This is an optimization exercise on Yosys and OpenROAD, whose aim is small area and a short achievable clock period, not a production implementation. In this exercise RTL edits were held to simulation tests only and were not proved equivalent to the original.

## lane 1
Design PWM_duty_cycle, start of the top module:
module PWM_duty_cycle (
    input clk,
    input rst,
    input pwm_in,
    output reg [7:0] duty_cycle
);
    reg [20:0] a;                        
    reg [15:0] t;                        
    reg        p;                        
    reg        first;                    
    wire        fe = p & ~pwm_in;
    wire        a_top = (a == 21'd1638375);  
    wire [20:0] a_inc = a_top ? 21'd0 : a + 21'd25;
    wire [22:0] n = {a, 2'b00};        
    reg [8:0] pr2;
    reg [12:0] pr3;
    reg [15:0] pr4;
    reg qr7;
    wire [15:0] T1 = t + 16'd3;
    wire [16:0] tz1;               
    assign tz1[16] = 1'b1;
    genvar g1;
    generate for (g1 = 0; g1 < 16; g1 = g1 + 1) begin : g_tz1
        assign tz1[g1] = tz1[g1+1] & ~T1[g1];
    end endgenerate
    wire [15:0] T2 = t + 16'd2;
    wire [16:0] tz2;               
    assign tz2[16] = 1'b1;
    genvar g2;
    generate for (g2 = 0; g2 < 16; g2 = g2 + 1) begin : g_tz2
        assign tz2[g2] = tz2[g2+1] & ~T2[g2];
    end endgenerate
    wire [15:0] T3 = t + 16'd1;
    wire [16:0] tz3;               
    assign tz3[16] = 1'b1;
    genvar g3;
    generate for (g3 = 0; g3 < 16; g3 = g3 + 1) begin : g_tz3
        assign tz3[g3] = tz3[g3+1] & ~T3[g3];
    end endgenerate
    wire [15:0] T4 = t;
    wire [16:0] tz4;               
    assign tz4[16] = 1'b1;
    genvar g4;
    generate for (g4 = 0; g4 < 16; g4 = g4 + 1) begin : g_tz4
        assign tz4[g4] = tz4[g4+1] & ~T4[g4];
    end endgenerate
    wire [0:0] s1v22 = n[22];
    wire [1:0] s1b22;
    wire [0:0] s1d22;
    assign s1b22[0] = 1'b0;
    assign s1d22[0] = s1v22[0] ^ T1[0] ^ s1b22[0];
    assign s1b22[1] = (~s1v22[0] & T1[0]) | (~(s1v22[0] ^ T1[0]) & s1b22[0]);
    wire s1ge22 = ~s1b22[1] & tz1[1];
  ...
==> flow/config.mk <==
export PLATFORM = sky130hd
export DESIGN_NAME = PWM_duty_cycle
export DESIGN_NICKNAME = PWM_duty_cycle
export VERILOG_FILES = /design/flow/design.v
export SDC_FILE = /design/flow/constraint.sdc
export NUM_CORES = 4
export LEC_CHECK = 0
export CAP_MARGIN = 20
export CORE_MARGIN = 2
export CORE_UTILIZATION = 40
export CTS_BUF_LIST = sky130_fd_sc_hd__clkbuf_4 sky130_fd_sc_hd__clkbuf_8
export SLEW_MARGIN = 20
==> flow/constraint.sdc <==
create_clock -name core_clock -period 110.0 [get_ports {clk}]
set_input_delay 22.0000 -clock core_clock [delete_from_list [all_inputs] [get_ports {clk}]]
set_output_delay 22.0000 -clock core_clock [all_outputs]
set_load 0.01 [all_outputs]
run.sh (not shown) runs the stock make flow with config.mk's settings and CLKGATE_MAP_FILE= SYNTH_SCRIPT=/design/flow/synth_recipe.tcl, a recipe that flattens the netlist after the stock synthesis.
Setup changes, lane 1 to lane 2
- CTS_BUF_LIST no longer set, was sky130_fd_sc_hd__clkbuf_4 sky130_fd_sc_hd__clkbuf_8
Relative to lane 1, amount of wire on met3 after detailed routing has decreased by 17% in lane 2. Summary of lane 2 over lane 1: fraction of area in multi-input gates -0.53 points.
Setup changes, lane 2 to lane 3
- CTS_BUF_LIST now sky130_fd_sc_hd__clkbuf_8, previously not set
Results
- Between lane 3 and lane 2, the difference in portion of the clock cycle consumed by the worst path in the final layout is negligible.
- Lane 2 → lane 3: average routed wire per standard cell down 0.69%, routed wire length down about 0.7%, final period demand of the worst path down 35 ps.
- [compare] base=lane 2 new=lane 3: total of cells resized after clock tree synthesis now sits at about the same level; worst setup slack shows an increase of 35 ps.
- The core of lane 3 is less densely filled than that of lane 2.

* * *

== run A ==
Starting RTL as in the previous note.
export LEC_CHECK = 0
export CAP_MARGIN = 20
export CORE_MARGIN = 2
export CORE_UTILIZATION = 40
export SLEW_MARGIN = 60
create_clock -name core_clock -period 110.0 [get_ports {clk}]
[inputs] run B vs run A
- GPL_TIMING_DRIVEN now 0, previously not set
- SLEW_MARGIN now 20, was 60
- CTS_BUF_LIST now sky130_fd_sc_hd__clkbuf_4 sky130_fd_sc_hd__clkbuf_8, previously not set
==> summary.txt <==
Run B completed end to end with timing, DRC and antenna clean.
Clock skew: run B vs run A — no meaningful difference
Run A → run B: design area shows a reduction of 1.9%; maximum buffer depth of the clock tree shows no meaningful change; overall global routing resource usage shows an increase of 1.1 points.

[port drivers added, routing unchanged]
How much do the figures lean on ideal ports? The routed layouts below were timed once more, with nothing changed but the port constraints.
Step 1, drivers: a clkbuf_16 drives clk and a buf_2 each remaining input, both assumed.
Step 2 also shifts input and output timing later by t, the mid clock arrival at the registers, as if the neighbouring blocks saw the same clock.
Slacks: no drivers / after step 1 / after step 2; pairs: no drivers / after step 1.
run | t (ns) | setup slack, ns | worst register clock-pin slew, ns | cell pins on the clock port's net
lane 1 | 0.429 | 86.203 / 86.228 / 85.799 | 0.11 / 0.11 | 1
lane 2 | 0.402 | 86.169 / 86.197 / 85.795 | 0.08 / 0.08 | 1
lane 3 | 0.429 | 86.203 / 86.228 / 85.799 | 0.11 / 0.11 | 1
run A | 0.399 | 86.113 / 86.140 / 85.742 | 0.08 / 0.08 | 1
run B | 0.428 | 86.249 / 86.275 / 85.847 | 0.10 / 0.10 | 1
After both steps every run listed still meets setup and hold.
